This design comes from an exercise in tuning for small area, a short achievable clock period and few clock cycles on the open sky130 flow, not from production work.
No functional check of the RTL was part of any run shown here.
No activity file was given, so power comes from the tool's default toggle rates.

<file path="flow/config.mk">
export PLATFORM = sky130hd
export DESIGN_NAME = CHIP
export DESIGN_NICKNAME = CHIP
export VERILOG_FILES = /design/flow/design.v
export SDC_FILE = /design/flow/constraint.sdc
export NUM_CORES = 8
export LEC_CHECK = 0
export ABC_CLOCK_PERIOD_IN_PS = 4000
export CAP_MARGIN = 20
export CORE_MARGIN = 2
export CORE_UTILIZATION = 40
export SETUP_SLACK_MARGIN = 5.0
export SLEW_MARGIN = 20
</file>
<file path="flow/constraint.sdc">
create_clock -name core_clock -period 9.0 [get_ports {clk}]
set_input_delay 1.8000 -clock core_clock [delete_from_list [all_inputs] [get_ports {clk}]]
set_output_delay 1.8000 -clock core_clock [all_outputs]
set_load 0.01 [all_outputs]
</file>
<file path="flow/design.v">
module CHIP (
    clk, rst_n,
    mem_read_D, mem_write_D, mem_addr_D, mem_wdata_D, mem_rdata_D, mem_ready_D,
    mem_read_I, mem_write_I, mem_addr_I, mem_wdata_I, mem_rdata_I, mem_ready_I,
    DCACHE_addr, DCACHE_wdata, DCACHE_wen
);
    input          clk, rst_n;
    output         mem_read_D;
    output         mem_write_D;
    output [31:4]  mem_addr_D;
    output [127:0] mem_wdata_D;
    input  [127:0] mem_rdata_D;
    input          mem_ready_D;
    output         mem_read_I;
    output         mem_write_I;
    output [31:4]  mem_addr_I;
    output [127:0] mem_wdata_I;
    input  [127:0] mem_rdata_I;
    input          mem_ready_I;
    output [29:0]  DCACHE_addr;
    output [31:0]  DCACHE_wdata;
    output         DCACHE_wen;
    localparam IIB = 2;               
    localparam IW  = 2;               
    localparam IS  = 1 << IIB;
    localparam ISB = 10;              
    localparam ITW = ISB - IIB;       
    localparam DL  = 4;               
    localparam DSB = 10;              
    localparam DTW = DSB;
    localparam MS_IDLE = 2'd0, MS_REQ = 2'd1, MS_WAIT = 2'd2;
    reg  [29:0] pc;                  
    reg         d_v;                 
    reg         d_pj;                
    reg  [31:0] d_ir;
    reg  [29:0] d_pc1;               
    reg         e_v;                 
    reg  [4:0]  e_sa;                
    reg  [31:0] e_yv;                
    reg         e_sub, e_sra, e_srl, e_bne;
    reg         e_osum, e_olog, e_osh, e_oslt, e_olnk;    
    reg  [1:0]  e_lop;
    reg         e_fw;                
    reg  [29:0] e_alt;               
    reg         e_pt;                
    reg  [29:0] ras;                 
    reg  [31:0] e_a, e_b;
    reg  [4:0]  e_rd;
    reg         e_we, e_ld, e_st, e_br, e_jr;
    reg  [31:0] m_res;               
    reg  [31:0] m_sd;
    reg  [4:0]  m_rd;
    reg         m_we, m_ld, m_st, m_fw;
    reg  [31:0] w_val;               
    reg  [4:0]  w_rd;
    reg         w_we;
    reg  [31:0] rf [1:31];
    reg  [31:1] rv;                  
    wire freeze;                     
    reg  [127:0]   ic_data  [0:IW*IS-1];
    reg  [ITW-1:0] ic_tag   [0:IW*IS-1];
    reg            ic_valid [0:IW*IS-1];
    reg  [3:0]     ic_jr    [0:IW*IS-1];    
    reg  [3:0]     ic_jp    [0:IW*IS-1];    
    reg  [IS-1:0]  ic_lru;           
    reg  [27-ISB:0] ic_seg;          
    reg  [1:0]  is_st;
    reg         i_req;
    reg  [27:0] i_addr;
    wire [27:0]    f_line = pc[29:2];
    wire [IIB-1:0] f_idx  = f_line[IIB-1:0];
    wire [ITW-1:0] f_tag  = f_line[ISB-1:IIB];
    wire           f_sh   = (f_line[27:ISB] == ic_seg);
    function [31:0] word_of;
        input [127:0] l;
        input [1:0]   w;
        begin
            case (w)
                2'd0: word_of = l[31:0];
                2'd1: word_of = l[63:32];
                2'd2: word_of = l[95:64];
                default: word_of = l[127:96];
            endcase
        end
    endfunction
    wire f_h0 = f_sh & ic_valid[f_idx] & (ic_tag[f_idx] == f_tag);
    wire f_h1;
    reg  [31:0] f_w0, f_w1r;
    integer fi;
    always @(*) begin
        f_w0  = 32'd0;
        f_w1r = 32'd0;
        for (fi = 0; fi < IS*4; fi = fi + 1) begin
            f_w0  = f_w0  | ({32{pc[IIB+1:0] == fi}} & ic_data[fi / 4][32*(fi % 4) +: 32]);
            f_w1r = f_w1r | ({32{pc[IIB+1:0] == fi}} & ic_data[(IW - 1) * IS + fi / 4][32*(fi % 4) +: 32]);
        end
    end
    wire [31:0] f_w1;
    generate if (IW == 2) begin : g_iw2
        assign f_h1 = f_sh & ic_valid[IS + f_idx] & (ic_tag[IS + f_idx] == f_tag);
        assign f_w1 = f_w1r;
    end else begin : g_iw1
        assign f_h1 = 1'b0;
        assign f_w1 = 32'd0;
    end endgenerate
    wire f_hit = f_h0 | f_h1;
    wire f_byp = (is_st == MS_WAIT) & mem_ready_I & (i_addr == f_line);
    wire [31:0] f_ir = f_h1 ? f_w1 : (f_h0 ? f_w0 : word_of(mem_rdata_I, pc[1:0]));
    wire f_ok = f_hit | f_byp;
    wire [29:0] f_pc1 = pc + 30'd1;
    wire [IIB-1:0] n_idx  = f_idx + 1'b1;
    wire           n_cy   = &f_idx;
    wire [ITW-1:0] f_tag1 = f_tag + 1'b1;
    wire           n_out  = n_cy & (&f_tag);               
    wire [27:0]    n_line = {f_line[27:ISB], n_cy ? f_tag1 : f_tag, n_idx};
    wire n_h0 = ic_valid[n_idx] & (n_cy ? (ic_tag[n_idx] == f_tag1) : (ic_tag[n_idx] == f_tag));
    wire n_h1;
    generate if (IW == 2) begin : g_nw2
        assign n_h1 = ic_valid[IS + n_idx] & (n_cy ? (ic_tag[IS + n_idx] == f_tag1) : (ic_tag[IS + n_idx] == f_tag));
    end else begin : g_nw1
        assign n_h1 = 1'b0;
    end endgenerate
    wire n_hit = n_h0 | n_h1;
    wire [5:0] d_op = d_ir[31:26];
    wire [5:0] d_fn = d_ir[5:0];
    wire [4:0] d_rs = d_ir[25:21];
    wire [4:0] d_rt = d_ir[20:16];
    wire [4:0] d_rdf = d_ir[15:11];
    wire d_rtype = (d_op == 6'b000000);
    wire d_jr    = d_rtype & (d_fn[5:1] == 5'b00100);          
    wire d_jalr  = d_rtype & (d_fn == 6'b001001);
    wire d_j     = (d_op == 6'b000010);
    wire d_jal   = (d_op == 6'b000011);
    wire d_br    = (d_op[5:1] == 5'b00010);                   
    wire d_lw    = (d_op == 6'b100011);
    wire d_sw    = (d_op == 6'b101011);
    wire d_imm   = (d_op[5:3] == 3'b001);                     
    wire d_rtalu = d_rtype & ~d_jr;
    wire d_ret   = d_rtype & (d_fn == 6'b001000);              
    wire d_use_rs = ~(d_j | d_jal) & ~(d_rtype & (d_fn[5:2] == 4'b0000));   
    wire d_use_rt = d_rtype | d_br | d_sw;
    wire [4:0] d_rd  = d_jal ? 5'd31 : (d_rtype ? d_rdf : d_rt);
    wire       d_we  = (d_rtalu | d_jalr | d_jal | d_imm | d_lw) & (d_rd != 5'd0);
    wire [29:0] d_btgt = d_pc1 + {{14{d_ir[15]}}, d_ir[15:0]};
    wire [29:0] d_jtgt = {d_pc1[29:26], d_ir[25:0]};
    wire        d_bpt  = d_br & d_ir[15];                      
    reg  [31:0] d_rfs, d_rft;
    integer r;
    always @(*) begin
        d_rfs = 32'd0;
        d_rft = 32'd0;
        for (r = 1; r < 32; r = r + 1) begin
            d_rfs = d_rfs | ({32{(d_rs == r) & rv[r]}} & rf[r]);
            d_rft = d_rft | ({32{(d_rt == r) & rv[r]}} & rf[r]);
        end
    end
    wire [31:0] d_rsv = (w_we & (w_rd == d_rs) & (d_rs != 5'd0)) ? w_val : d_rfs;
    wire [31:0] d_rtv = (w_we & (w_rd == d_rt) & (d_rt != 5'd0)) ? w_val : d_rft;
    wire [2:0] d_code = d_rtype ? d_fn[2:0] : (d_op[5] ? 3'b000 : d_op[2:0]);
    wire d_sub = (d_code == 3'b010);                           
    wire d_slt = d_sub & (~d_rtype | d_fn[3]);
    wire d_shf = d_rtype & ~d_fn[5];
    wire d_ui  = (d_op[5:2] == 4'b0011);                       
    wire d_fam = e_v & e_fw & (e_rd == d_rs);
    wire d_faw = m_we & (m_rd == d_rs);
    wire d_fbm = e_v & e_fw & (e_rd == d_rt);
    wire d_fbw = m_we & (m_rd == d_rt);
    wire        d_ryv = d_rtype & ~d_jalr;
    wire [31:0] d_iml = (d_jal | d_jalr) ? {d_pc1, 2'b00} : {{16{~d_ui & d_ir[15]}}, d_ir[15:0]};
    wire d_haz = d_v & ((e_ld & ((d_use_rs & (e_rd == d_rs)) | (d_use_rt & (e_rd == d_rt)))) |
                        (pl_v & ((d_use_rs & (d_rs == pl_rd)) | (d_use_rt & (d_rt == pl_rd)) | (d_we & (d_rd == pl_rd)))));
    wire [31:0] e_fa = e_a;
    wire [31:0] e_fb = e_b;
    wire [31:0] e_y  = e_yv;
    wire [31:0] e_sum = e_fa + (e_sub ? ~e_y : e_y) + {31'd0, e_sub};
    wire e_lt = $signed(e_fa) < $signed(e_y);
    wire [4:0] e_sh = e_sa;
    wire [31:0] e_shr = $signed({e_sra & e_fb[31], e_fb}) >>> e_sh;
    wire [31:0] e_shl = e_fb << e_sh;
    reg  [31:0] e_log;
    always @(*) begin
        case (e_lop)
            2'd0: e_log = e_fa & e_y;
            2'd1: e_log = e_fa | e_y;
            2'd2: e_log = e_fa ^ e_y;
            default: e_log = ~(e_fa | e_y);
        endcase
    end
    wire [31:0] e_res = ({32{e_olnk}} & e_y) |
                        ({32{e_osh}}  & (e_srl ? e_shr : e_shl)) |
                        {31'd0, e_oslt & e_lt} |
                        ({32{e_olog}} & e_log) |
                        ({32{e_osum}} & e_sum);
    wire e_eq  = (e_fa == e_fb);
    wire e_tk  = e_bne ? ~e_eq : e_eq;
    wire e_mis = e_v & e_br & (e_tk != e_pt);
    wire e_red = e_mis | (e_v & e_jr & ~(e_pt & (e_fa[31:2] == e_alt)));
    wire [29:0] e_tgt = e_jr ? e_fa[31:2] : e_alt;
    reg  [127:0]   dc_data  [0:DL-1];
    reg  [DTW-1:0] dc_tag   [0:DL-1];
    reg            dc_valid [0:DL-1];
    reg            dc_dirty [0:DL-1];
    reg  [2:0]     dc_lru;           
    reg  [27-DSB:0] dc_seg;          
    localparam D_IDLE = 3'd0, D_RREQ = 3'd1, D_RWAIT = 3'd2, D_WB1 = 3'd3, D_WB2 = 3'd4, D_WWAIT = 3'd5;
    reg  [2:0]     ds_st;
    reg            dm_rd, dm_wr;
    reg  [27:0]    dm_addr;
    reg  [1:0]     d_vi;             
    reg            d_wb;             
    reg  [27:0]    d_wba;            
    reg  [127:0]   d_wbuf;           
    reg            d_fl;             
    reg            d_st;             
    reg            d_pl;             
    reg            pl_v;             
    reg            pl_w;             
    reg  [4:0]     pl_rd;
    reg  [31:0]    pl_d;
    reg  [1:0]     ps_wo;            
    reg  [31:0]    ps_d;             
    wire [27:0]    m_line = m_res[31:4];
    wire [DTW-1:0] m_tag  = m_line[DSB-1:0];
    wire           m_sh   = (m_line[27:DSB] == dc_seg);
    wire [1:0]     m_wo   = m_res[3:2];
    reg  [DL-1:0]  m_hw;             
    reg  [31:0]    m_hv;             
    reg  [1:0]     m_hl;             
    integer mi;
    always @(*) begin
        m_hv = 32'd0;
        m_hl = 2'd0;
        for (mi = 0; mi < DL; mi = mi + 1) begin
            m_hw[mi] = m_sh & dc_valid[mi] & (dc_tag[mi] == m_tag);
            m_hv = m_hv | ({32{m_hw[mi]}} & word_of(dc_data[mi], m_wo));
            if (m_hw[mi]) m_hl = mi;
        end
    end
    wire m_hit = |m_hw;
    wire m_acc = m_ld | m_st;
    wire d_idle = (ds_st == D_IDLE);
    wire d_busy = (ds_st == D_RREQ) | (ds_st == D_RWAIT) | (ds_st == D_WB1) | (ds_st == D_WB2);
    wire d_rdy  = (ds_st == D_RWAIT) & mem_ready_D;
    wire m_rel  = m_ld & ~pl_v & ~(e_v & e_we & (e_rd == m_rd)) &
                  ~(d_v & ((d_use_rs & (d_rs == m_rd)) | (d_use_rt & (d_rt == m_rd)) | (d_we & (d_rd == m_rd))));
    wire d_go   = d_rdy & ~d_st & ~d_pl;                   
    wire d_sblk = m_st & d_busy & (~m_hit | (m_hl == d_vi));    
    assign freeze = m_acc & (d_sblk | (~m_hit & ~((m_st | m_rel) & d_idle & m_sh) & ~d_go));
    wire m_pend = m_ld & ~m_hit & ~d_go;                         
    wire [31:0] m_ldv = d_go ? word_of(mem_rdata_D, m_wo) : m_hv;
    function [2:0] lru_touch;
        input [2:0] b;
        input [1:0] l;
        begin
            lru_touch = b;
            lru_touch[0] = ~l[1];
            if (l[1]) lru_touch[2] = ~l[0];
            else      lru_touch[1] = ~l[0];
        end
    endfunction
    reg            f_any;
    reg  [1:0]     f_dl;
    integer q;
    always @(*) begin
        f_any = 1'b0;
        f_dl  = 2'd0;
        for (q = DL-1; q >= 0; q = q - 1)
            if (dc_valid[q] & dc_dirty[q]) begin
                f_any = 1'b1;
                f_dl  = q;
            end
    end
    wire [1:0] m_vi = ~dc_valid[0] ? 2'd0 : ~dc_valid[1] ? 2'd1 : ~dc_valid[2] ? 2'd2 : ~dc_valid[3] ? 2'd3 :
                      dc_lru[0] ? {1'b1, dc_lru[2]} : {1'b0, dc_lru[1]};
    wire [127:0] d_new;
    genvar gw;
    generate for (gw = 0; gw < 4; gw = gw + 1) begin : g_merge
        assign d_new[32*gw +: 32] = (d_st & (ps_wo == gw)) ? ps_d : mem_rdata_D[32*gw +: 32];
    end endgenerate
    assign mem_read_D  = dm_rd;
    assign mem_write_D = dm_wr;
    assign mem_addr_D  = dm_addr;
    reg  [127:0] d_wdat;
    integer wi;
    always @(*) begin
        d_wdat = 128'd0;
        for (wi = 0; wi < DL; wi = wi + 1)
            d_wdat = d_wdat | ({128{d_vi == wi}} & dc_data[wi]);
    end
    assign mem_wdata_D = d_wbuf;
    assign DCACHE_wen   = m_st;
    assign DCACHE_addr  = m_res[31:2];
    assign DCACHE_wdata = m_sd;
    assign mem_read_I  = i_req;
    assign mem_write_I = 1'b0;
    assign mem_addr_I  = i_addr;
    assign mem_wdata_I = 128'd0;
    wire [31:0] d_mval = m_ld ? m_ldv : m_res;
    wire [31:0] d_fav  = d_fam ? e_res : (d_faw ? d_mval : d_rsv);
    wire [31:0] d_fbv  = d_fbm ? e_res : (d_fbw ? d_mval : d_rtv);
    wire d_red  = d_v & ~d_haz & ((~d_pj & (d_j | d_jal | d_ret)) | d_bpt);
    wire [29:0] d_tgt = d_ret ? ras : (d_br ? d_btgt : d_jtgt);
    integer k;
    always @(posedge clk) begin
        if (!rst_n) w_we <= 1'b0;
        else        w_we <= m_we & ~m_pend & ~freeze;
        w_rd  <= m_rd;
        w_val <= m_ld ? m_ldv : m_res;
    end
    always @(posedge clk) begin
        if (!rst_n) begin
            pc   <= 30'd0;
            d_v  <= 1'b0;
            e_v  <= 1'b0;
            e_we <= 1'b0; e_ld <= 1'b0; e_st <= 1'b0; e_br <= 1'b0; e_jr <= 1'b0; e_fw <= 1'b0;
            m_we <= 1'b0; m_ld <= 1'b0; m_st <= 1'b0; m_fw <= 1'b0;
        end else if (!freeze) begin
            m_we  <= e_v & e_we;
            m_fw  <= e_v & e_fw;
            m_ld  <= e_v & e_ld;
            m_st  <= e_v & e_st;
            m_rd  <= e_rd;
            m_res <= e_res;
            m_sd  <= e_fb;
            if (e_red | d_haz | ~d_v) begin
                e_v <= 1'b0;
                e_we <= 1'b0; e_ld <= 1'b0; e_st <= 1'b0; e_br <= 1'b0; e_jr <= 1'b0; e_fw <= 1'b0;
            end else begin
                e_v  <= 1'b1;
                e_we <= d_we;
                e_ld <= d_lw;
                e_st <= d_sw;
                e_br <= d_br;
                e_jr <= d_jr;
                e_fw <= d_we & ~d_lw;
            end
            e_sa  <= d_ir[10:6];
            e_yv  <= d_ryv ? d_fbv : d_iml;
            e_sub <= d_sub;
            e_sra <= d_fn[0];
            e_srl <= d_fn[1];
            e_lop <= d_code[1:0];
            e_olnk <= d_jal | d_jalr;
            e_osh  <= d_shf & ~d_jalr;
            e_oslt <= d_slt;
            e_olog <= d_code[2] & ~d_shf & ~d_jal & ~d_jalr;
            e_osum <= ~d_code[2] & ~d_slt & ~d_shf & ~d_jal & ~d_jalr;
            e_bne <= d_op[0];
            e_alt <= d_ret ? ras : (d_bpt ? d_pc1 : d_btgt);
            e_pt  <= d_bpt | d_ret;
            if (d_v & ~d_haz & ~e_red & (d_jal | d_jalr)) ras <= d_pc1;
            e_a   <= d_fav;
            e_b   <= d_fbv;
            e_rd  <= d_rd;
            if (!d_haz) begin
                d_ir  <= f_ir;
                d_pc1 <= f_pc1;
                d_pj  <= f_isj | f_isr;
            end
            if (e_red) begin
                pc  <= e_tgt;
                d_v <= 1'b0;
            end else if (d_haz) begin
            end else if (d_red) begin
                pc  <= d_tgt;
                d_v <= 1'b0;
            end else begin
                d_v <= f_ok;
                if (f_ok) pc <= f_nxt;
            end
        end
    end
    wire        pl_wr = pl_w & ~w_we;                  
    wire        rf_we = w_we | pl_wr;
    wire [4:0]  rf_wa = w_we ? w_rd : pl_rd;
    wire [31:0] rf_wd = w_we ? w_val : pl_d;
    always @(posedge clk) begin
        if (rf_we) rf[rf_wa] <= rf_wd;
    end
    always @(posedge clk) begin
        if (!rst_n) rv <= 31'd0;
        else if (rf_we && rf_wa != 5'd0) rv[rf_wa] <= 1'b1;
    end
    wire i_redirect = ~freeze & d_red;
    wire i_dem  = ~f_hit & ~i_redirect;
    wire [3:0] i_jrm, i_jpm;
    genvar gj;
    generate for (gj = 0; gj < 4; gj = gj + 1) begin : g_jr
        assign i_jrm[gj] = (mem_rdata_I[32*gj+26 +: 6] == 6'd0) & (mem_rdata_I[32*gj +: 6] == 6'b001000);
        assign i_jpm[gj] = (mem_rdata_I[32*gj+27 +: 5] == 5'b00001);
    end endgenerate
    wire [3:0] f_jrm = f_h1 ? ic_jr[IS + f_idx] : ic_jr[f_idx];
    wire       f_jmp = |(f_jrm & (4'b1111 << pc[1:0]));
    wire [3:0] f_jpm = f_h1 ? ic_jp[IS + f_idx] : ic_jp[f_idx];
    wire       f_isj = f_hit & f_jpm[pc[1:0]];
    wire       f_isr = f_hit & f_jrm[pc[1:0]] & ~(d_v & (d_jal | d_jalr));
    wire [29:0] f_nxt = f_isj ? {f_pc1[29:26], f_ir[25:0]} : (f_isr ? ras : f_pc1);
    wire i_pref = f_hit & ~n_hit & ~n_out & ~i_redirect & ~f_jmp;
    wire i_ivw  = (IW == 2) ? (~ic_valid[i_addr[IIB-1:0]] ? 1'b0 : ~ic_valid[IS + i_addr[IIB-1:0]] ? 1'b1 : ic_lru[i_addr[IIB-1:0]]) : 1'b0;
    always @(posedge clk) begin
        if (!rst_n) begin
            is_st <= MS_IDLE;
            i_req <= 1'b0;
            for (k = 0; k < IW*IS; k = k + 1) ic_valid[k] <= 1'b0;
            ic_lru <= {IS{1'b0}};
        end else begin
            if (IW == 2 && f_hit) ic_lru[f_idx] <= ~f_h1;
            case (is_st)
                MS_IDLE: begin
                    i_addr <= f_hit ? n_line : f_line;
                    if (i_dem | i_pref) begin
                        i_req  <= 1'b1;
                        is_st  <= MS_REQ;
                    end
                end
                MS_REQ: begin
                    i_req <= 1'b0;
                    is_st <= MS_WAIT;
                end
                default: begin
                    if (mem_ready_I) begin
                        is_st <= MS_IDLE;
                        if (i_addr[27:ISB] != ic_seg) begin
                            ic_seg <= i_addr[27:ISB];
                            for (k = 0; k < IW*IS; k = k + 1) ic_valid[k] <= 1'b0;
                        end
                        if (IW == 2) begin
                            ic_data [{i_ivw, i_addr[IIB-1:0]}] <= mem_rdata_I;
                            ic_tag  [{i_ivw, i_addr[IIB-1:0]}] <= i_addr[ISB-1:IIB];
                            ic_valid[{i_ivw, i_addr[IIB-1:0]}] <= 1'b1;
                            ic_jr   [{i_ivw, i_addr[IIB-1:0]}] <= i_jrm;
                            ic_jp   [{i_ivw, i_addr[IIB-1:0]}] <= i_jpm;
                            ic_lru[i_addr[IIB-1:0]] <= ~i_ivw;
                        end else begin
                            ic_data [i_addr[IIB-1:0]] <= mem_rdata_I;
                            ic_tag  [i_addr[IIB-1:0]] <= i_addr[ISB-1:IIB];
                            ic_valid[i_addr[IIB-1:0]] <= 1'b1;
                            ic_jr   [i_addr[IIB-1:0]] <= i_jrm;
                            ic_jp   [i_addr[IIB-1:0]] <= i_jpm;
                        end
                    end
                end
            endcase
        end
    end
    always @(posedge clk) begin
        if (!rst_n) begin
            ds_st <= D_IDLE;
            dm_rd <= 1'b0;
            dm_wr <= 1'b0;
            d_fl   <= 1'b0;
            pl_v   <= 1'b0;
            pl_w   <= 1'b0;
            dc_seg <= {(28-DSB){1'b0}};
            for (k = 0; k < DL; k = k + 1) dc_valid[k] <= 1'b0;
            dc_lru <= 3'd0;
        end else begin
            if (m_acc && m_hit && !d_sblk) begin
                dc_lru <= lru_touch(dc_lru, m_hl);
                if (m_st) begin
                    dc_dirty[m_hl] <= 1'b1;
                    case (m_wo)
                        2'd0: dc_data[m_hl][31:0]   <= m_sd;
                        2'd1: dc_data[m_hl][63:32]  <= m_sd;
                        2'd2: dc_data[m_hl][95:64]  <= m_sd;
                        default: dc_data[m_hl][127:96] <= m_sd;
                    endcase
                end
            end
            if (pl_wr) begin
                pl_v <= 1'b0;
                pl_w <= 1'b0;
            end
            if (d_idle && m_ld && !m_hit && m_sh && m_rel && !freeze) begin
                pl_v  <= 1'b1;
                pl_rd <= m_rd;
            end
            if (d_rdy && d_pl) begin
                pl_w <= 1'b1;
                pl_d <= word_of(mem_rdata_D, ps_wo);
            end
            case (ds_st)
                D_IDLE: begin
                    if (m_acc && !m_sh) begin
                        if (f_any) begin
                            d_vi   <= f_dl;
                            d_wba  <= {dc_seg, dc_tag[f_dl]};
                            d_fl   <= 1'b1;
                            ds_st  <= D_WB1;
                        end else begin
                            dc_seg <= m_line[27:DSB];
                            for (k = 0; k < DL; k = k + 1) dc_valid[k] <= 1'b0;
                        end
                    end else if (m_acc && !m_hit) begin
                        dm_rd   <= 1'b1;
                        dm_addr <= m_line;
                        d_vi    <= m_vi;
                        d_wb    <= dc_valid[m_vi] & dc_dirty[m_vi];
                        d_wba   <= {dc_seg, dc_tag[m_vi]};
                        d_st    <= m_st;
                        d_pl    <= m_rel;
                        ps_wo   <= m_wo;
                        ps_d    <= m_sd;
                        ds_st   <= D_RREQ;
                    end
                end
                D_RREQ: begin
                    dm_rd <= 1'b0;
                    ds_st <= D_RWAIT;
                end
                D_RWAIT: begin
                    if (mem_ready_D) begin
                        if (d_wb) begin
                            ds_st <= D_WB1;
                        end else begin
                            ds_st <= D_IDLE;
                            dc_data [d_vi] <= d_new;
                            dc_tag  [d_vi] <= dm_addr[DSB-1:0];
                            dc_valid[d_vi] <= 1'b1;
                            dc_dirty[d_vi] <= d_st;
                            dc_lru <= lru_touch(dc_lru, d_vi);
                        end
                    end
                end
                D_WB1: begin
                    dm_wr   <= 1'b1;
                    dm_addr <= d_wba;
                    d_wba   <= dm_addr;
                    d_wbuf  <= d_wdat;
                    ds_st   <= D_WB2;
                end
                D_WB2: begin
                    dm_wr  <= 1'b0;
                    if (!d_fl) begin
                        dc_data [d_vi] <= d_new;
                        dc_tag  [d_vi] <= d_wba[DSB-1:0];
                        dc_valid[d_vi] <= 1'b1;
                        dc_dirty[d_vi] <= d_st;
                        dc_lru <= lru_touch(dc_lru, d_vi);
                    end
                    ds_st <= D_WWAIT;
                end
                default: begin
                    if (mem_ready_D) begin
                        ds_st <= D_IDLE;
                        if (d_fl) begin
                            d_fl <= 1'b0;
                            dc_dirty[d_vi] <= 1'b0;
                        end
                    end
                end
            endcase
        end
    end
endmodule
</file>
<file path="flow/run.sh">
#!/bin/bash
# synth_recipe.tcl (not shown) runs the flow's synth.tcl, then flattens the netlist and writes it again
# the make line also repeats each setting of config.mk as NAME=value (left out here)
make -C /OpenROAD-flow-scripts/flow DESIGN_CONFIG=/design/flow/config.mk WORK_HOME=/design/flow/orfs CLKGATE_MAP_FILE= SYNTH_SCRIPT=/design/flow/synth_recipe.tcl finish
</file>
==> results by group, run 1 <==
Outcome
  • Status: no timing/DRC/antenna violations

Timing
  • Worst rel slew slack: between 10% and 20%
  • Minimum clock period: ~4.2 ns
  • Tcrit/Tclk final: between 40% and 50%
  • Fin Clk Skew: 0.0740 ns
  • RSZ-0062 raised after global routing: yes
  • Worst setup margin: between 4 and 5 ns
  • Setup violators final: 0
  • Slew @ Worst Pin: about 1.3 ns
  • Max Slew Vio Count: 0
  • Setup_tns: 0 ns
  • Fmax achieved: 0.238 GHz
  • Hold Vio Cnt, Final: 0

Worst setup path
  • Worst Path Max Fanout: 32
  • Crit path capture type: flop
  • CP Launch Type: flop
  • Crit-path cells: buf_4 > and3_1 > and3_2 > buf_4 > a22o_1 > a221oi_1 > nand4_1 > nor3_4 > a211oi_1 > o31a_1 > o21a_1
  • CP Class: flop to flop
  • Most used cell, CP: buf_4
  • Worst path bufs/invs: 2
  • Cell at the slowest stage of the critical path: nor3_4
  • Arr. time, crit path: ~4.9 ns
  • CP top delay family: compound AO/OA/AOI/OAI gates
  • WP data required: ~9.7 ns
  • Max incr delay on CP: between 0.6 and 0.7 ns
  • FF-to-FF setup slack: between 4 and 5 ns

Global route
  • Met1 Use GR: around 41%
  • Largest net degree at the start of global routing: ~140
  • Vias in the first global route: about 120k
  • First-pass GRT wire length: 961 mm
  • Most Crowded Layer GR: met2
  • GRT Total Usage: 32.8%
  • Met3 Resource Use GR: ~11%
  • Met2 Use GR: about half
  • Gr ovfl total: 0
  • Initial antenna violation count: 89

Drt
  • DRT iter0 DRCs: between 20000 and 30000
  • Post-Route WL: between 700 and 800 mm
  • Vias: between 100k and 150k
  • Final ANT Viol Nets: 0
  • Vias per cell: 6.94
  • DRC: 0
  • DRT Pass-1 Iters: 14
  • Routed len/inst: between 30 and 40 um

CTS
  • Root Driver: clkbuf_16
  • CTS tree: done
  • CTS clock-pin slew for the worst setup and hold paths: 0.06 ns
  • Htree depth: 5
  • Skew-Pair Late Insertion Delay: ~1.0 ns
  • Clock buffer depth: 4
  • Sink Count: between 3000 and 4000
  • Total CTS buffers: approximately 370

Logic synthesis
  • Sequential share of the synthesized area: between 60 and 70%
  • Yosys cell types: slightly below 100
  • Synth Register Bits: 3478
  • Mapped Area: approximately 160000 um2
  • Syn_area_per_cell: 13.8 um2
  • Area leader, netlist: edfxtp_1
  • Post-synthesis cell count: 11800
  • Top cells by instance count after synthesis: edfxtp_1 (3312), a21oi_1 (848), clkbuf_1 (709)
  • Post-synth ARST share: 0%
  • Yosys top cell area share: between 60 and 70%
  • Total number of yosys warnings: 1
  • Top post-synthesis cells by area: edfxtp_1 (61%), mux4_2 (6.0%), a22oi_1 (2.7%)
  • EDFF count, synth: approximately 3300
  • Top-count cell post-synth: edfxtp_1
  • Dominant synthesized flop cell: edfxtp_1

Layout
  • P&R area growth vs syn: 18.3%
  • Share of cells above drive strength 1: between 15 and 20%
  • Multi-input gate area: 58100 um2
  • Total area of sequential cells: ~100000 um2
  • Final #Nets: ~13000
  • Fill count: between 30000 and 40000

Placed design
  • Port buffer count: a little over 500
  • Final Wtd Congestion: 1.00
  • Dpl ws: ~2.8 ns
  • Post-DP HPWL: around 410 mm

Floorplanning
  • Die span in x: between 600 and 700 um
  • Die area: 413000 um2
  • Row cnt: 234
  • Chip Height: approximately 640 um
  • Core ar.: slightly above 400000 um2
  • Initial core utilization: between 40% and 50%
  • I/O pins: 639

Flow run
  • Max_cap viols: 0

Power and ir drop
  • Power per cell area: approximately 190 nW/um2
  • Pleak: between 60 and 70 nW
  • Max VDD drop: approximately 210 uV

Hold path
  • Hold/Removal Path Class: flop to flop
==> final timing paths <==
check | endpoint | depth (start not counted) | from
worst min register to register | dc_seg[11] | 2 | dc_seg[11]
worst max-delay path | e_yv[4] | 11 | d_ir[16]
worst max register to register | e_yv[4] | 11 | d_ir[16]
worst min-delay path | dc_seg[11] | 2 | dc_seg[11]
==> power by group <==
| group | total [mW] | switching (mW) | internal [mW] |
|---|---|---|---|
| clock network | 15.7 | 6.77 | 8.95 |
| registers | 18.0 | 0.184 | 17.8 |
| logic | 2.41 | 1.47 | 0.933 |
==> layer usage <==
metal | up-vias | part of all wire [%]
met2 | 12100 | 43
li1 | 48800 | -
met3 | 2745 | 15
met5 | - | 0.079
met4 | 76 | 8.0
met1 | 62700 | 34
==> cell type report <==
class / count / share of cell area (%)
Antenna cell: 41 / 0.0532
Multi-Input combinational cell: 7229 / 30.1
Tap cell: 5428 / 3.52
Timing Repair Buffer: 1148 / 6.21
Timing Repair inverter: 5 / 0.0220
Clock inverter: 228 / 1.27
Clock buffer: 452 / 5.10
Inverter: 220 / 0.486
Sequential cell: 3478 / 53.3
==> registers in the layout, indices dropped and copies added, names as in the netlist, 31 cells and up, named ones only <==
signal	cells
d_ir	32
d_wbuf	128
dc_data	512
dc_tag	40
e_a	32
e_b	32
e_yv	32
ic_data	1024
ic_jp	32
ic_jr	32
ic_tag	64
m_res	32
m_sd	32
pl_d	32
ps_d	32
rf	992
rv	31
w_val	32
==> stage by stage <==
stage	hold slack (ns)	total power, mW	util [%]	cell area (um2)	instances
floorplan	0.363	19.5	-	164000	12000
global placement	0.469	20.4	43.0	175000	17200
detailed placement	0.472	20.4	43.0	175000	17200
CTS	0.481	36.0	47.0	191000	18100
global route	0.504	36.8	47.5	193000	18200
finish	0.483	36.1	47.5	193000	18200
==> cells by family (layout without fill, tap and decap cells) <==
family | after synthesis | in the layout | share of synthesized area [%]
compound gates | 3310 | 3310 | 14.5
xor+xnor | 384 | 384 | 2.06
fa+ha+maj | 186 | 186 | 1.44
buf+inv | 1265 | 2053 | 3.33
flops | 3478 | 3478 | 63.0
mux | 839 | 839 | 8.59
other cells | 1 | 170 | 0.00230
simple gates | 2368 | 2381 | 7.10
==> layout by cell type (no fill, tap or decap), types with 42 or more instances in the layout <==
cell type / netlist / final
a21o_1: 48 / 48
a222oi_1: 119 / 119
nor4b_1: 49 / 45
a31oi_1: 48 / 46
o21ai_0: 269 / 218
clkinv_2: 0 / 60
xnor2_1: 225 / 213
mux2i_1: 304 / 295
inv_1: 210 / 201
mux2_2: 96 / 93
nor2_1: 594 / 542
and3_1: 95 / 47
nand3_1: 255 / 246
nand4_1: 220 / 220
xor2_1: 159 / 159
a21oi_1: 848 / 810
mux4_2: 438 / 439
nand2_1: 657 / 646
clkbuf_1: 709 / 65
ha_1: 184 / 172
conb_1: 1 / 129
buf_12: 0 / 57
a22o_1: 429 / 429
a211oi_1: 77 / 66
o211ai_1: 59 / 59
nor3_1: 177 / 119
clkbuf_16: 0 / 406
edfxtp_1: 3312 / 3312
o21a_1: 88 / 88
a221oi_1: 434 / 432
buf_6: 2 / 61
nor2_4: 0 / 43
buf_4: 164 / 450
clkdlybuf4s50_1: 0 / 463
clkinv_1: 5 / 76
dfxtp_1: 166 / 155
dlygate4sd2_1: 0 / 42
a22oi_1: 595 / 594
==> tightest hold or removal path: stages, from the launching register on <==
cell,delay [ns]
dfxtp_1,0.33
nand2_1,0.06
a21oi_1,0.05
==> timing repair <==
| action | 4_1_cts | 5_1_grt |
|---|---|---|
| cloned | 33 | 31 |
| buffers inserted | 176 | 86 |
| gates resized for setup | 415 | 218 |
| pin swaps | 36 | 49 |
| hold buffers | 0 | 0 |
| endpoints found under the setup margin | 2627 | 1271 |
==> run 2, diff against run 1 <==
--- a/flow/config.mk
+++ b/flow/config.mk
@@ -11,2 +11,3 @@
 export CORE_UTILIZATION = 40
+export CTS_BUF_LIST = sky130_fd_sc_hd__clkbuf_4 sky130_fd_sc_hd__clkbuf_8
 export SETUP_SLACK_MARGIN = 5.0
==> results by group, run 2 <==
Outcome
  • Status: no timing/DRC/antenna violations (unchanged)

Timing
  • Worst rel slew slack: 19.2% (was 15.8%)
  • Minimum clock period: 4.17 ns (was 4.20 ns)
  • Max Slew Vio Count: 0 (unchanged)
  • RSZ-0062 raised after global routing: yes (unchanged)
  • Final Hold Slack: 0.484 ns (was 0.483 ns)
  • Setup_tns: 0 ns (unchanged)
  • Setup violators final: 0 (unchanged)
  • Fin Clk Skew: 0.112 ns (was 0.0740 ns)
  • Fmax achieved: 0.240 GHz (was 0.238 GHz)
  • Slew @ Worst Pin: 1.21 ns (was 1.25 ns)
  • Tcrit/Tclk final: 46.4% (was 46.6%)
  • Hold Vio Cnt, Final: 0 (unchanged)

Logic synthesis
  • Area leader, netlist: edfxtp_1 (unchanged)
  • XOR/XNOR share of the synthesized area: 2.06% (unchanged)
  • Total number of yosys warnings: 1 (unchanged)
  • Syn_area_per_cell: 13.8 um2 (unchanged)
  • Mux contribution to synthesized area: 8.59% (unchanged)
  • Compound-Gate Fraction of Synth Area: 14.5% (unchanged)
  • Post-synth ARST share: 0% (unchanged)
  • EDFF count, synth: 3312 (unchanged)
  • Top post-synthesis cells by area: edfxtp_1 (61%), mux4_2 (6.0%), a22oi_1 (2.7%) (unchanged)
  • Post-synthesis cell count: 11800 (unchanged)
  • Synth Area in Simple Gates: 7.10% (unchanged)
  • Top cells by instance count after synthesis: edfxtp_1 (3312), a21oi_1 (848), clkbuf_1 (709) (unchanged)
  • Sequential share of the synthesized area: 63.0% (unchanged)
  • Synth Register Bits: 3478 (unchanged)
  • Post-synthesis adder-cell area fraction: 1.44% (unchanged)
  • Yosys top cell area share: 60.9% (unchanged)
  • Top-count cell post-synth: edfxtp_1 (unchanged)
  • Largest family of logic cells by synthesized area: compound AO/OA/AOI/OAI gates (unchanged)
  • Yosys cell types: 99 (unchanged)
  • Mapped Area: 163000 um2 (unchanged)
  • Dominant synthesized flop cell: edfxtp_1 (unchanged)

Layout
  • P&R area growth vs syn: 18.1% (was 18.3%)
  • Fill count: 35200 (was 34800)
  • Max reg flops: 1024 (unchanged)
  • Most frequent cells in the layout: edfxtp_1 (3312), a21oi_1 (809), nand2_1 (646) (was edfxtp_1 (3312), a21oi_1 (810), nand2_1 (646))
  • Total area of sequential cells: 103000 um2 (about the same)
  • Multi-input gate area: 58300 um2 (was 58100 um2)
  • Share of cells above drive strength 1: 20.6% (was 17.6%)
  • Most common cell after layout, fill and taps aside: edfxtp_1 (unchanged)
  • Fin area: 193000 um2 (about the same)
  • Final #Nets: 13200 (was 12900)

Worst setup path
  • Worst Path Max Fanout: 32 (unchanged)
  • WP data required: 10.09 ns (was 9.73 ns)
  • CP Class: flop to flop (unchanged)
  • Arr. time, crit path: 5.26 ns (was 4.93 ns)
  • Worst reg2reg path startpoint: d_ir[17] (was d_ir[16])
  • Critical path origin: d_ir[17] (was d_ir[16])
  • Crit path capture type: flop (unchanged)
  • FF-to-FF setup slack: 4.83 ns (was 4.80 ns)
  • CP Launch Type: flop (unchanged)
  • R2R depth: 12 (was 11)

Power and ir drop
  • Pleak: 65.3 nW (was 64.7 nW)
  • Power per cell area: 180 nW/um2 (was 187 nW/um2)
  • Max VDD drop: 155 uV (was 214 uV)
  • Tot Pwr: 34.7 mW (was 36.1 mW)

Hold path
  • Hold Path Stages: 2 (unchanged)
  • Hold_sp: dc_seg[11] (unchanged)
  • Hold/Removal Path Class: flop to flop (unchanged)

Drt
  • Vias per cell: 6.86 (was 6.94)
  • Final ANT Viol Nets: 0 (unchanged)
  • Post-Route WL: 718 mm (was 713 mm)
  • Routed len/inst: 38.5 um (was 39.1 um)
  • Vias: 128000 (was 126000)
  • DRT Pass-1 Iters: 9 (was 14)
  • DRC: 0 (unchanged)
  • DRT iter0 DRCs: 25100 (was 25700)

CTS
  • Htree depth: 6 (was 5)
  • Root Driver: clkbuf_8 (was clkbuf_16)
  • Clock buffer depth: 4 (unchanged)
  • Skew-Pair Late Insertion Delay: 1.30 ns (was 1.03 ns)
  • Sink Count: 3478 (unchanged)
  • Total CTS buffers: 583 (was 373)
  • CTS clock-pin slew for the worst setup and hold paths: 0.06 ns (about the same)
  • CTS tree: done (unchanged)

Floorplanning
  • Die area: 413000 um2 (unchanged)
  • Die span in x: 643 um (unchanged)
  • Row cnt: 234 (unchanged)
  • Core ar.: 406000 um2 (unchanged)
  • Initial core utilization: 40.2% (unchanged)
  • Chip Height: 643 um (unchanged)
  • I/O pins: 639 (unchanged)

Placed design
  • Port buffer count: 509 (unchanged)
  • Area after DPL: 175000 um2 (unchanged)
  • Final Wtd Congestion: 1.00 (unchanged)
  • Post-DP HPWL: 414 mm (unchanged)

Global route
  • GRT Total Usage: 32.9% (was 32.8%)
  • Gr ovfl total: 0 (unchanged)
  • Vias in the first global route: 122000 (was 119000)
  • Initial antenna violation count: 102 (was 89)
  • First-pass GRT wire length: 965 mm (was 961 mm)
  • Largest net degree at the start of global routing: 128 (was 139)

Flow run
  • Max_cap viols: 0 (unchanged)
## run 2: cell counts after synthesis
Identical to the previous run, type by type.
## run 2: cell families (layout without fill, tap and decap cells)
group | Yosys count | after routing
mux | 839 | 839
compound gates | 3310 | 3310
other cells | 1 | 172
xor+xnor | 384 | 384
fa+ha+maj | 186 | 186
flops | 3478 | 3478
simple gates | 2368 | 2382
buf+inv | 1265 | 2464
## run 2: metal layers
| metal | wire length [um] | global-route usage, % |
|---|---|---|
| met2 | 304000 | 48.6 |
| met4 | 58000 | 20.6 |
| met3 | 113000 | 11.9 |
| met5 | 627 | 0.0578 |
| met1 | 242000 | 41.0 |
## run 2: what timing repair did
item	CTS	global route
setup endpoints to repair	1741	1193
buffers inserted	200	114
cloned	31	38
gates resized for setup	639	248
hold buffers	0	0
pin swaps	36	71
## run 2: power breakdown
| group | internal [mW] | total [mW] | switching (mW) |
|---|---|---|---|
| logic | 0.945 | 2.44 | 1.49 |
| registers | 17.8 | 18.0 | 0.181 |
| clock network | 7.42 | 14.3 | 6.87 |
## run 2: path summary, 6_finish.rpt
path,end
setup / recovery,e_yv[10]
hold / removal,dc_seg[11]
setup reg to reg,e_yv[10]
hold reg to reg,dc_seg[11]
## run 2: stage by stage
stage	setup slack [ns]	util, %	std cells
global route	4.91	47.5	18600
floorplan	1.62	-	12000
CTS	4.92	46.8	18400
finish	4.83	47.5	18600
detailed placement	2.82	43.0	17200
global placement	2.69	43.0	17200
## run 2: cell type report
type / instances / share of cell area [%]
inverter: 220 / 0.496
multi-input combinational: 7230 / 30.2
timing repair buffer: 1204 / 6.43
tap: 5428 / 3.52
antenna: 43 / 0.0558
clock inverter: 265 / 0.989
timing repair inverter: 5 / 0.0208
sequential: 3478 / 53.3
clock buffer: 770 / 4.94
## run 2: worst max-delay path: stages, from the launching register on
cell      delay [ns]
edfxtp_1        0.56
buf_4           0.22
nor3_4          0.56
and3_4          0.30
buf_6           0.53
a22o_1          0.26
a221oi_1        0.07
nand3_1         0.16
nor3_4          0.09
a211oi_1        0.52
a21oi_2         0.15
a21oi_1         0.38
o21a_1          0.15
==> run 3, diff against run 2 <==
--- a/flow/design.v
+++ b/flow/design.v
@@ -246,3 +246,4 @@
     wire d_go   = d_rdy & ~d_st & ~d_pl;                   
-    wire d_sblk = m_st & d_busy & (~m_hit | (m_hl == d_vi));    
+    wire d_isn  = d_rdy | (ds_st == D_WB2);
+    wire d_sblk = m_st & d_busy & (~m_hit | (m_hl == d_vi) | d_isn);
     assign freeze = m_acc & (d_sblk | (~m_hit & ~((m_st | m_rel) & d_idle & m_sh) & ~d_go));
@@ -445,2 +446,12 @@
     end
+    wire         d_inst = (d_rdy & ~d_wb) | ((ds_st == D_WB2) & ~d_fl);
+    wire         d_sthit = m_st & m_hit & ~d_sblk;
+    wire [127:0] dc_wd  = d_inst ? d_new : {4{m_sd}};
+    integer dl, dw;
+    always @(posedge clk) begin
+        for (dl = 0; dl < DL; dl = dl + 1)
+            for (dw = 0; dw < 4; dw = dw + 1)
+                if ((d_inst & (d_vi == dl)) | (d_sthit & (m_hl == dl) & (m_wo == dw)))
+                    dc_data[dl][32*dw +: 32] <= dc_wd[32*dw +: 32];
+    end
     always @(posedge clk) begin
@@ -459,11 +470,3 @@
                 dc_lru <= lru_touch(dc_lru, m_hl);
-                if (m_st) begin
-                    dc_dirty[m_hl] <= 1'b1;
-                    case (m_wo)
-                        2'd0: dc_data[m_hl][31:0]   <= m_sd;
-                        2'd1: dc_data[m_hl][63:32]  <= m_sd;
-                        2'd2: dc_data[m_hl][95:64]  <= m_sd;
-                        default: dc_data[m_hl][127:96] <= m_sd;
-                    endcase
-                end
+                if (m_st) dc_dirty[m_hl] <= 1'b1;
             end
@@ -516,3 +519,2 @@
                             ds_st <= D_IDLE;
-                            dc_data [d_vi] <= d_new;
                             dc_tag  [d_vi] <= dm_addr[DSB-1:0];
@@ -534,3 +536,2 @@
                     if (!d_fl) begin
-                        dc_data [d_vi] <= d_new;
                         dc_tag  [d_vi] <= d_wba[DSB-1:0];
--- a/flow/config.mk
+++ b/flow/config.mk
@@ -11,3 +11,2 @@
 export CORE_UTILIZATION = 40
-export CTS_BUF_LIST = sky130_fd_sc_hd__clkbuf_4 sky130_fd_sc_hd__clkbuf_8
 export SETUP_SLACK_MARGIN = 5.0
==> results by group, run 3 <==
Logic synthesis
  • Area leader, netlist: edfxtp_1 (unchanged)
  • Synth Area in Simple Gates: 7.34% (was 7.10%)
  • Yosys top cell area share: 62.0% (was 60.9%)
  • Top cells by instance count after synthesis: edfxtp_1 (3312), nand2_1 (844), clkbuf_1 (658) (was edfxtp_1 (3312), a21oi_1 (848), clkbuf_1 (709))
  • Total number of yosys warnings: 2 (was 1)
  • Top-count cell post-synth: edfxtp_1 (unchanged)
  • Mux contribution to synthesized area: 7.59% (was 8.59%)
  • Syn_area_per_cell: 14.0 um2 (was 13.8 um2)
  • Yosys cell types: 100 (was 99)
  • Post-synthesis adder-cell area fraction: 1.45% (was 1.44%)
  • XOR/XNOR share of the synthesized area: 2.06% (about the same)
  • Compound-Gate Fraction of Synth Area: 14.1% (was 14.5%)
  • EDFF count, synth: 3312 (unchanged)
  • Sequential share of the synthesized area: 64.1% (was 63.0%)
  • Synth Register Bits: 3478 (unchanged)
  • Largest family of logic cells by synthesized area: compound AO/OA/AOI/OAI gates (unchanged)
  • Post-synth ARST share: 0% (unchanged)
  • Post-synthesis cell count: 11400 (was 11800)
  • Mapped Area: 160000 um2 (was 163000 um2)
  • Top post-synthesis cells by area: edfxtp_1 (62%), mux4_2 (6.3%), a22oi_1 (3.0%) (was edfxtp_1 (61%), mux4_2 (6.0%), a22oi_1 (2.7%))
  • Dominant synthesized flop cell: edfxtp_1 (unchanged)

Worst setup path
  • Crit path capture type: flop (unchanged)
  • CP Class: flop to flop (unchanged)
  • CP Launch Type: flop (unchanged)
  • WP data required: 9.83 ns (was 10.09 ns)
  • Worst Path Max Fanout: 17 (was 32)
  • Arr. time, crit path: 4.97 ns (was 5.26 ns)

Floorplanning
  • Die span in x: 637 um (was 643 um)
  • Initial core utilization: 40.2% (about the same)
  • Die area: 406000 um2 (was 413000 um2)
  • Chip Height: 637 um (was 643 um)
  • Core ar.: 399000 um2 (was 406000 um2)
  • Row cnt: 232 (was 234)
  • I/O pins: 639 (unchanged)

Global route
  • GRT Total Usage: 33.0% (was 32.9%)
  • Largest net degree at the start of global routing: 131 (was 128)
  • Vias in the first global route: 115000 (was 122000)
  • First-pass GRT wire length: 940 mm (was 965 mm)
  • Gr ovfl total: 0 (unchanged)
  • Initial antenna violation count: 86 (was 102)

CTS
  • Clock buffer depth: 4 (unchanged)
  • Total CTS buffers: 361 (was 583)
  • Hold buffer count at CTS: 0 (unchanged)
  • Sink Count: 3478 (unchanged)
  • CTS clock-pin slew for the worst setup and hold paths: 0.06 ns (about the same)
  • CTS tree: done (unchanged)
  • Htree depth: 5 (was 6)
  • Root Driver: clkbuf_16 (was clkbuf_8)
  • Skew-Pair Late Insertion Delay: 1.02 ns (was 1.30 ns)

Layout
  • Most frequent cells in the layout: edfxtp_1 (3312), nand2_1 (835), a22oi_1 (647) (was edfxtp_1 (3312), a21oi_1 (809), nand2_1 (646))
  • Count of non-filler cells in the finished layout: 17700 (was 18600)
  • Multi-input gate area: 55500 um2 (was 58300 um2)
  • Fill count: 34100 (was 35200)
  • Fin area: 189000 um2 (was 193000 um2)
  • Post-layout util: 47.5% (about the same)
  • P&R area growth vs syn: 18.2% (was 18.1%)
  • Total area of sequential cells: 103000 um2 (about the same)
  • Share of cells above drive strength 1: 17.8% (was 20.6%)
  • Most common cell after layout, fill and taps aside: edfxtp_1 (unchanged)
  • Max reg flops: 1024 (unchanged)
  • Final #Nets: 12500 (was 13200)

Drt
  • DRT iter0 DRCs: 23300 (was 25100)
  • Post-Route WL: 702 mm (was 718 mm)
  • Final ANT Viol Nets: 0 (unchanged)
  • DRT Pass-1 Iters: 13 (was 9)
  • DRC: 0 (unchanged)
  • Vias: 122000 (was 128000)
  • Routed len/inst: 39.7 um (was 38.5 um)
  • Vias per cell: 6.93 (was 6.86)

Timing
  • RSZ-0062 raised after global routing: yes (unchanged)
  • Fin Clk Skew: 0.0567 ns (was 0.112 ns)
  • Hold Vio Cnt, Final: 0 (unchanged)
  • Final Hold Slack: 0.477 ns (was 0.484 ns)
  • Setup violators final: 0 (unchanged)
  • Max Slew Vio Count: 0 (unchanged)
  • Worst setup margin: 4.86 ns (was 4.83 ns)
  • Slew @ Worst Pin: 1.25 ns (was 1.21 ns)
  • Tcrit/Tclk final: 46.0% (was 46.4%)
  • Worst rel slew slack: 16.4% (was 19.2%)
  • Fmax achieved: 0.241 GHz (was 0.240 GHz)
  • Setup_tns: 0 ns (unchanged)
  • Minimum clock period: 4.14 ns (was 4.17 ns)

Placed design
  • Area after DPL: 172000 um2 (was 175000 um2)
  • Dpl ws: 2.88 ns (was 2.82 ns)
  • Final Wtd Congestion: 0.986 (was 1.00)
  • Placed Cells: 16600 (was 17200)
  • Port buffer count: 509 (unchanged)
  • Post-DP HPWL: 415 mm (was 414 mm)

Power and ir drop
  • Pleak: 62.7 nW (was 65.3 nW)
  • Max VDD drop: 216 uV (was 155 uV)
  • Power per cell area: 189 nW/um2 (was 180 nW/um2)
  • Tot Pwr: 35.7 mW (was 34.7 mW)

Hold path
  • Hold/Removal Path Class: flop to flop (unchanged)

Flow run
  • Max_cap viols: 0 (unchanged)

Outcome
  • Status: no timing/DRC/antenna violations (unchanged)
run 3: cell types whose count changed in the layout (fill, tap and decap cells not counted), sizes merged, moves of 121 or more:
| cell | before | now |
|---|---|---|
| clkbuf | 802 | 469 |
| nand2 | 657 | 844 |
| a21oi | 849 | 389 |
| clkdlybuf4s50 | 318 | 483 |
| dlygate4sd2 | 144 | 23 |
| a31oi | 48 | 186 |
| mux2i | 304 | 126 |
run 3: critical path: stages (launching register included):
cell and delay, ns:
edfxtp_1 0.32, buf_4 0.27, nor3b_4 0.72, and3_4 0.67
buf_4 0.52, a22o_1 0.23, a221oi_1 0.06, nand4_1 0.16
nor3_1 0.10, a211oi_1 0.51, a21oi_1 0.14, a21oi_1 0.20
run 3: path summary, 6_finish.rpt:
path                            slack, ns      from  cells past startpoint      end
worst max-delay path                 4.86  d_ir[21]                     11  e_a[18]
worst min-delay path                 0.48      e_we                      1     e_we
worst max register to register       4.86  d_ir[21]                     11  e_a[18]
worst min register to register       0.48      e_we                      1     e_we
run 3: cell families after synthesis:
kind of cell	count (synthesis)
and+or+nand+nor	2486
AOI/OAI and AO/OA	3011
DFF	3478
xor gates and xnor gates	377
muxes	643
adders and majority gates	185
other	1
buffers and inverters	1231
run 3: cell type report:
| cell class | count | area share (%) |
|---|---|---|
| Sequential cell | 3478 | 54.3 |
| Clock inverter | 203 | 1.17 |
| Antenna cell | 41 | 0.0542 |
| Timing Repair Buffer | 1175 | 6.26 |
| Tap cell | 5265 | 3.48 |
| Multi-Input combinational cell | 6848 | 29.3 |
| Clock buffer | 456 | 5.07 |
| Timing Repair inverter | 1 | 0.00264 |
| Inverter | 207 | 0.413 |
run 3: report_power, final:
part           switching [mW]  total (mW)  internal (mW)
clock network            6.67        15.2           8.58
registers               0.203        18.0           17.8
logic                    1.55        2.49          0.938
run 3: repair_timing:
item,in CTS,in global routing
hold endpoints to repair,0,0
pin swaps,38,57
gates cloned,35,15
buffers inserted,198,127
gates resized for setup,322,214
endpoints found under the setup margin,1759,1290
run 3: per-layer routing:
metal | part of all wire, % | up-vias | GRT usage, % | wire length [um]
met5 | 0.081 | - | 0.496 | 572
met4 | 8.0 | 62 | 20.5 | 55800
met3 | 15 | 2671 | 10.9 | 103000
met2 | 43 | 11400 | 48.9 | 301000
met1 | 34 | 61000 | 41.7 | 242000
li1 | - | 47200 | - | -
==> run 4, diff against run 3 <==
--- a/flow/config.mk
+++ b/flow/config.mk
@@ -10,3 +10,3 @@
 export CORE_MARGIN = 2
-export CORE_UTILIZATION = 40
+export CORE_UTILIZATION = 35
 export SETUP_SLACK_MARGIN = 5.0
==> results by group, run 4 <==
Outcome
  • Status: no timing/DRC/antenna violations (unchanged)

Drt
  • Final ANT Viol Nets: 0 (unchanged)
  • WL met3: 104 mm (was 103 mm)
  • Vias per cell: 6.58 (was 6.93)
  • Routed len/inst: 37.0 um (was 39.7 um)
  • DRT Pass-1 Iters: 9 (was 13)
  • Post-Route WL: 680 mm (was 702 mm)
  • DRC: 0 (unchanged)
  • DR top layer: met5 (unchanged)
  • Met2 Routed Length: 287 mm (was 301 mm)
  • Met1 WL: 238 mm (was 242 mm)
  • Vias: 121000 (was 122000)
  • DRT iter0 DRCs: 23900 (was 23300)

Worst setup path
  • Max incr delay on CP: 0.58 ns (was 0.72 ns)
  • Arr. time, crit path: 4.97 ns (about the same)
  • Worst Path Max Fanout: 10 (was 17)
  • WP data required: 9.78 ns (was 9.83 ns)
  • Crit-path cells: clkdlybuf4s50_1 > and2_4 > nand3_4 > buf_4 > or3_4 > nand3_1 > a31oi_1 > o211ai_1 > o21a_1 > o21ba_2 (was buf_4 > nor3b_4 > and3_4 > buf_4 > a22o_1 > a221oi_1 > nand4_1 > nor3_1 > a211oi_1 > a21oi_1 > a21oi_1)
  • Cell at the slowest stage of the critical path: a31oi_1 (was nor3b_4)
  • Crit path capture type: flop (unchanged)
  • CP top delay family: compound AO/OA/AOI/OAI gates (was simple AND/OR/NAND/NOR gates)
  • Worst path bufs/invs: 2 (unchanged)
  • CP Launch Type: input port (was flop)
  • CP Class: input port to flop (was flop to flop)

Logic synthesis
  • Syn_area_per_cell: 14.0 um2 (unchanged)
  • Top cells by instance count after synthesis: edfxtp_1 (3312), nand2_1 (844), clkbuf_1 (658) (unchanged)
  • Post-synth ARST share: 0% (unchanged)
  • Sequential share of the synthesized area: 64.1% (unchanged)
  • Yosys cell types: 100 (unchanged)
  • Yosys top cell area share: 62.0% (unchanged)
  • Area leader, netlist: edfxtp_1 (unchanged)
  • Top-count cell post-synth: edfxtp_1 (unchanged)
  • EDFF count, synth: 3312 (unchanged)
  • Top post-synthesis cells by area: edfxtp_1 (62%), mux4_2 (6.3%), a22oi_1 (3.0%) (unchanged)
  • Dominant synthesized flop cell: edfxtp_1 (unchanged)
  • Post-synthesis cell count: 11400 (unchanged)
  • Synth Register Bits: 3478 (unchanged)
  • Total number of yosys warnings: 2 (unchanged)
  • Mapped Area: 160000 um2 (unchanged)

CTS
  • Root Driver: clkbuf_16 (unchanged)
  • Total CTS buffers: 358 (was 361)
  • CTS tree: done (unchanged)
  • Skew-Pair Late Insertion Delay: 1.04 ns (was 1.02 ns)
  • Htree depth: 5 (unchanged)
  • CTS clock-pin slew for the worst setup and hold paths: 0.07 ns (was 0.06 ns)
  • Clock buffer depth: 4 (unchanged)
  • Sink Count: 3478 (unchanged)

Layout
  • Post-layout util: 41.5% (was 47.5%)
  • Max reg flops: 1024 (unchanged)
  • Share of cells above drive strength 1: 17.2% (was 17.8%)
  • Fin area: 189000 um2 (about the same)
  • Total area of sequential cells: 103000 um2 (unchanged)
  • Multi-input gate area: 55200 um2 (was 55500 um2)
  • Fill count: 41100 (was 34100)
  • Most common cell after layout, fill and taps aside: edfxtp_1 (unchanged)
  • Final #Nets: 12500 (about the same)
  • P&R area growth vs syn: 18.2% (about the same)
  • Count of non-filler cells in the finished layout: 18400 (was 17700)
  • Most frequent cells in the layout: edfxtp_1 (3312), nand2_1 (836), a22oi_1 (647) (was edfxtp_1 (3312), nand2_1 (835), a22oi_1 (647))

Placed design
  • Post-DP HPWL: 406 mm (was 415 mm)
  • Port buffer count: 509 (unchanged)
  • Dpl ws: 3.14 ns (was 2.88 ns)
  • Area after DPL: 172000 um2 (about the same)
  • Placed Cells: 17400 (was 16600)
  • Final Wtd Congestion: 0.953 (was 0.986)

Power and ir drop
  • Pleak: 62.4 nW (was 62.7 nW)
  • Power per cell area: 187 nW/um2 (was 189 nW/um2)
  • Max VDD drop: 184 uV (was 216 uV)

Floorplanning
  • Core ar.: 456000 um2 (was 399000 um2)
  • Initial core utilization: 35.1% (was 40.2%)
  • I/O pins: 639 (unchanged)
  • Die span in x: 681 um (was 637 um)
  • Die area: 463000 um2 (was 406000 um2)
  • Chip Height: 681 um (was 637 um)
  • Row cnt: 248 (was 232)

Global route
  • First-pass GRT wire length: 913 mm (was 940 mm)
  • GRT Total Usage: 27.9% (was 33.0%)
  • Largest net degree at the start of global routing: 146 (was 131)
  • Vias in the first global route: 112000 (was 115000)
  • Gr ovfl total: 0 (unchanged)
  • Initial antenna violation count: 79 (was 86)

Timing
  • Fmax achieved: 0.239 GHz (was 0.241 GHz)
  • Hold Vio Cnt, Final: 0 (unchanged)
  • Worst setup margin: 4.81 ns (was 4.86 ns)
  • Setup violators final: 0 (unchanged)
  • Setup_tns: 0 ns (unchanged)
  • Minimum clock period: 4.19 ns (was 4.14 ns)
  • RSZ-0062 raised after global routing: yes (unchanged)
  • Fin Clk Skew: 0.108 ns (was 0.0567 ns)
  • Worst rel slew slack: 15.2% (was 16.4%)
  • Tcrit/Tclk final: 46.6% (was 46.0%)
  • Max Slew Vio Count: 0 (unchanged)
  • Slew @ Worst Pin: 1.26 ns (was 1.25 ns)

Hold path
  • Hold/Removal Path Class: flop to flop (unchanged)

Flow run
  • Max_cap viols: 0 (unchanged)
==> run 4: cell counts after synthesis <==
Identical to the previous run, type by type.
==> run 4: through the flow <==
stage          total power [mW]  hold WS (ns)
2_1_floorplan              19.5         0.363
3_3_place_gp               20.4         0.458
3_5_place_dp               20.4         0.459
4_1_cts                    35.3         0.475
5_1_grt                    36.2         0.491
6_report                   35.5         0.481
==> run 4: power breakdown <==
part	total (mW)	internal (mW)	switching, mW
registers	18.0	17.8	0.194
logic	2.39	0.904	1.49
clock network	15.1	8.56	6.55
==> run 4: area by class of cell <==
class                           count  area share [%]
Inverter                          207           0.412
Multi-Input combinational cell   6855            29.1
Antenna cell                       46          0.0607
Clock buffer                      455            5.08
Tap cell                         6000            3.96
Sequential cell                  3478            54.3
Clock inverter                    200            1.05
Timing Repair Buffer             1140            6.07
==> run 4: final timing paths <==
check	startpoint	endpoint	slack, ns	depth (start not counted)
hold reg to reg	dc_seg[8]	dc_seg[8]	0.48	2
hold / removal	dc_seg[8]	dc_seg[8]	0.48	2
setup reg to reg	d_ir[5]	d_pc1[19]	4.86	12
setup / recovery	mem_ready_D	e_yv[18]	4.81	10
==> run 4: kinds of logic after synthesis <==
family | share of synthesized area (%)
DFF | 64.1
adders and majority gates | 1.45
xor gates and xnor gates | 2.06
and+or+nand+nor | 7.34
other | 0.00234
AOI/OAI and AO/OA | 14.1
muxes | 7.59
buffers and inverters | 3.33
==> run 4: worst reg2reg max path, stage by stage, from the launching register on <==
cell and delay [ns]:
edfxtp_1 0.54, or3_1 0.49, or3_1 0.35, a21oi_2 0.29, a2bb2oi_2 0.44, nand4_1 0.27, o221ai_4 0.28, o21ai_4 0.10
buf_12 0.19, nor2_4 0.15, buf_12 0.15, and2_4 0.35, clkbuf_16 0.24
==> run 4: timing repair <==
action / in CTS / in global routing
hold buffers: 0 / 0
gates cloned: 31 / 21
endpoints found under the setup margin: 1606 / 1292
resized for setup: 296 / 206
buffers inserted: 152 / 117
pin swaps: 38 / 50
==> run 4: layer usage <==
metal	global-route usage, %	up-vias
li1	-	47200
met1	36.1	60000
met2	40.5	11300
met3	9.15	2400
met4	16.9	50
met5	0	-

==> afterwards: timing with drivers on the ports <==
The flow's constraints put no driver on any port. The routed layouts listed below were extracted and timed again, unchanged, in two steps. Step 1 (the two cells are an assumption about what drives the block):
set clk [get_ports {clk}]
set_driving_cell -lib_cell sky130_fd_sc_hd__clkbuf_16 $clk
set_driving_cell -lib_cell sky130_fd_sc_hd__buf_2 [delete_from_list [all_inputs] $clk]
Step 2 times the ports against the registers' clock, not the clock port: input delays grow and output delays shrink by t, the midpoint of the rising clock arrivals with the driver on. Three values: ideal ports, drivers, drivers and shift; two values: the first two.
| run | shift t [ns] | slack for setup (ns) | worst hold slack (ns) | worst slew at a driven data input, ns | pins driven straight from the clock port |
|---|---|---|---|---|---|
| run 1 | 1.110 | 4.805 / 4.805 / 3.725 | 0.483 / 0.483 / 0.483 | 0.23 | 1 |
| run 2 | 1.360 | 4.828 / 4.828 / 3.531 | 0.484 / 0.484 / 0.484 | 0.24 | 1 |
| run 3 | 1.109 | 4.859 / 4.762 / 4.007 | 0.477 / 0.477 / 0.477 | 0.26 | 1 |
| run 4 | 1.105 | 4.808 / 4.839 / 3.734 | 0.481 / 0.481 / 0.481 | 0.26 | 1 |
After both steps setup and hold are still met in every run listed. For run 2, which loses most, drivers alone change the setup slack by 0.000 ns; drivers and shift together by -1.297 ns.
